This design comes from an exercise in tuning for small area and a short achievable clock period on the open sky130 flow, not from production work.
In this exercise RTL edits were held to simulation tests only and were not proved equivalent to the original.

Setup of job 101:
==> flow/design.v (excerpt) <==
module top(
    input logic clock, reset,
    input logic [9:0] inp,
    output logic [9:0] out
);
    logic [15:0] a, b, y;
    logic op_mul, op_sub, start;
    logic sub_now;
    input_16 in1(.clock, .reset, .data_in(inp), .num1(a), .num2(b),
                 .op_mul, .op_sub, .start, .sub_now);
    logic [14:0] sum, sum_d;
    logic gsel, gsel_d;
    logic [11:0] m0, m0_d;
    logic [12:0] m1, m1_d;
    logic c8, c8_d, st, st_d;
    fpu_s1 s1(.a, .b, .sub(sub_now), .sum(sum_d), .gsel(gsel_d),
              .m0(m0_d), .m1(m1_d), .c8(c8_d), .st(st_d));
    always_ff @(posedge clock) begin
        sum  <= sum_d;
        gsel <= gsel_d;
        m0   <= m0_d;
        m1   <= m1_d;
        c8   <= c8_d;
        st   <= st_d;
    end
    fpu_s2 s2(.a, .b, .op_mul, .op_sub, .sum, .gsel, .m0, .m1, .c8, .st, .y);
    output_16 out1(.clock, .reset, .ans(y), .done_calc(start), .data_out(out));
endmodule
Settings: LEC_CHECK=0, CAP_MARGIN=20, CORE_MARGIN=2, CORE_UTILIZATION=60, PLACE_DENSITY=0.7, SETUP_SLACK_MARGIN=3.5, SLEW_MARGIN=20, SYNTH_HIERARCHICAL=1, SYNTH_MINIMUM_KEEP_SIZE=0; clock period 8.0 ns.
run.sh (not shown) runs the stock make flow with config.mk's settings and CLKGATE_MAP_FILE= SYNTH_SCRIPT=/design/flow/synth_recipe.tcl, a recipe that flattens the netlist after the stock synthesis.
Job 101 finished end to end and its layout was clean on timing, DRC and antenna.
Relative to job 101, the following input files were edited for job 102:
Settings: SETUP_SLACK_MARGIN changed from 3.5 to 0; PLACE_DENSITY removed (was 0.7); CORE_UTILIZATION changed from 60 to 40.
--- outcome ---
Job 102 completed; timing, DRC and antenna clean. Changes observed in job 102 relative to job 101: chip width up 32 um; number of placement rows grew by 24%. In the reports for job 102 and job 101, the larger worst setup timing slack at the placement stage belongs to job 101. Between job 102 and job 101, it is job 102 whose worst hold slack is higher, by 0.0066 ns. Taking job 101 as the reference, in job 102 sequential share of layout area now larger; maximum level of the CTS H-tree comparable; die boundary height now larger; fraction of the cycle the final worst path needs now larger. Job 102: worst slew margin relative to its limit higher than job 101. Core region area for job 102 is higher than for job 101.


Another version of the RTL of top (not shown whole).
Size: ~1400 cells after synthesis, roughly 22 I/O pins.
clock: 8.0 ns
lec_check: 0
cap_margin: 20
core_margin: 2
core_utilization: 40
gpl_routability_driven: 0
setup_slack_margin: 4.0
slew_margin: 20
synth_hierarchical: 1
synth_minimum_keep_size: 0
tns_end_percent: 5
==> next run, changes <==
Settings changed: GPL_ROUTABILITY_DRIVEN 0 to not set, SETUP_SLACK_MARGIN 4.0 to 3.75.
What happened:
- The changed run finished with timing, DRC and antenna clean
- cell area fell by 3.5%
- wire length fell by 4.0%
==> next run, changes <==
Settings changed: SETUP_SLACK_MARGIN 3.75 to 4.0.
Wire length goes up by about 2.7%. Worst setup slack gains 150 ps. Die area does not change. Clock-buffer cell count does not change.
==> next run, changes <==
Settings changed: SETUP_SLACK_MARGIN 4.0 to 4.25.
Setup slack degrades by 32 ps.
Global-route usage grows by 0.50 points.
Die area stays the same.
Wire length grows by 1.6%.
Clock-buffer cell count grows by 1.
Design area shrinks by 1.3%.
Via count grows by 0.31%.
First-iteration DRC count grows by 13%.
Non-clock buffer count shrinks by 14.
Area after synthesis does not change.
==> next run, changes <==
Settings changed: SETUP_SLACK_MARGIN 4.25 to 4.0, TNS_END_PERCENT 5 to 20.
What happened:
- The new run ran to the end with no violations
- cell area rose by 2.5%
- utilization rose by 1.1 points
- global-route usage fell by 0.44 points
- wire length fell by 0.92%


top again, from the RTL that the note above started with.
export LEC_CHECK = 0
export CAP_MARGIN = 20
export CORE_MARGIN = 2
export CORE_UTILIZATION = 40
export PLACE_DENSITY = 0.7
export SETUP_SLACK_MARGIN = 4.0
export SLEW_MARGIN = 20
export SYNTH_HIERARCHICAL = 1
export SYNTH_MINIMUM_KEEP_SIZE = 0
export TNS_END_PERCENT = 5
create_clock -name core_clock -period 8.0 [get_ports {clock}]
Next try:
PLACE_DENSITY = unset   (was 0.7)
SETUP_SLACK_MARGIN = 3.75   (was 4.0)
TNS_END_PERCENT = unset   (was 5)
Utilization is lower by 1.1 points.
Die area does not change.
First-iteration DRC count is about the same.
Setup slack improved by 0.034 ns.
Sequential cell count is unchanged.
Area after synthesis does not change.
Final area is lower by 2.4%.
Register-to-register slack improved by 0.03 ns.
Hold slack got worse by 0.017 ns.


## run A
top with an RTL version that a note above also has.
Size in the first run: ~0.012 sq mm of cells after synthesis.
==> flow/config.mk <==
export PLATFORM = sky130hd
export DESIGN_NAME = top
export DESIGN_NICKNAME = top
export VERILOG_FILES = /design/flow/design.v
export SDC_FILE = /design/flow/constraint.sdc
export NUM_CORES = 4
export LEC_CHECK = 0
export CAP_MARGIN = 20
export CORE_MARGIN = 2
export CORE_UTILIZATION = 40
export SETUP_SLACK_MARGIN = 3.75
export SLEW_MARGIN = 20
export SYNTH_HIERARCHICAL = 1
export SYNTH_MINIMUM_KEEP_SIZE = 0
==> flow/constraint.sdc <==
create_clock -name core_clock -period 8.0 [get_ports {clock}]
set_input_delay 1.6000 -clock core_clock [delete_from_list [all_inputs] [get_ports {clock}]]
set_output_delay 1.6000 -clock core_clock [all_outputs]
set_load 0.01 [all_outputs]
Run A: all stages complete, timing, DRC and antenna checks passed
> inputs changed (run A -> run B)
- a change of SETUP_SLACK_MARGIN from 3.75 to 4.5
==> notes.md <==
Having completed the whole flow, run B delivered a layout that passed the timing, design-rule and antenna checks. Compared with run A, run B shows detailed-placement wirelength estimate higher by 850 microns. Compared to run A, run B has worst hold slack 0.028 ns higher. Per the comparison of run B with run A, layout overhead on the synthesized area shows an increase of 3.0 points; residual antenna-violating net count after detailed routing shows no meaningful change; cell count shows no meaningful change; upper clock frequency limit shows a reduction of 0.68%. Run B vs. run A: final area now sits higher.
Changes in run C relative to run B:
- changing SETUP_SLACK_MARGIN from 4.5 to 3.5
--- outcome ---
Having completed the whole flow, run C delivered a layout that passed the timing, design-rule and antenna checks. Run C vs. run B: shortest clock period the worst path allows after layout picked up an extra 0.066 ns, non-clock buffer count now sits lower.

==> afterwards: timing with drivers on the ports <==
In the flow no input, the clock included, has a driving cell. The finished layouts below were timed again as built, in two steps. Step 1 sets driving cells, clkbuf_16 on the clock port and buf_2 on the other inputs (assumed; they add their load-dependent delay and slew). Step 2 moves the port delays by t, midway between the first and last clock arrival at a register: inputs arrive t later, outputs are due t later. That takes back most of the time a late clock gives input paths. a / b / c = no drivers / after step 1 / after step 2; a / b = the first two.
run | t, ns | slack for setup (ns) | clock arrival spread, ns | worst register clock-pin slew, ns | worst slew at a driven data input, ns
job 101 | 0.391 | 3.557 / 3.557 / 3.334 | 0.015 / 0.015 | 0.08 / 0.08 | 0.03
job 102 | 0.403 | 2.543 / 2.570 / 2.167 | 0.012 / 0.012 | 0.08 / 0.08 | 0.03
the first run of note 2 | 0.412 | 3.891 / 3.891 / 3.692 | 0.020 / 0.021 | 0.10 / 0.10 | 0.04
the second run of note 2 | 0.408 | 3.862 / 3.862 / 3.678 | 0.020 / 0.019 | 0.09 / 0.09 | 0.03
the third run of note 2 | 0.403 | 4.011 / 4.011 / 3.748 | 0.017 / 0.017 | 0.09 / 0.09 | 0.03
the fourth run of note 2 | 0.398 | 3.979 / 3.979 / 3.688 | 0.017 / 0.017 | 0.08 / 0.08 | 0.05
the fifth run of note 2 | 0.402 | 4.032 / 4.032 / 3.745 | 0.018 / 0.018 | 0.09 / 0.09 | 0.03
the first run of note 3 | 0.408 | 3.868 / 3.868 / 3.670 | 0.021 / 0.020 | 0.09 / 0.09 | 0.04
the second run of note 3 | 0.408 | 3.902 / 3.902 / 3.676 | 0.019 / 0.019 | 0.09 / 0.09 | 0.03
run A | 0.398 | 3.730 / 3.730 / 3.504 | 0.018 / 0.018 | 0.08 / 0.08 | 0.03
run B | 0.406 | 3.701 / 3.701 / 3.347 | 0.013 / 0.013 | 0.07 / 0.07 | 0.03
run C | 0.414 | 3.635 / 3.656 / 3.250 | 0.007 / 0.007 | 0.08 / 0.08 | 0.03
After both steps setup and hold are still met in every run listed. For run C, which loses most, drivers alone change the setup slack by +0.021 ns; drivers and shift together by -0.385 ns.
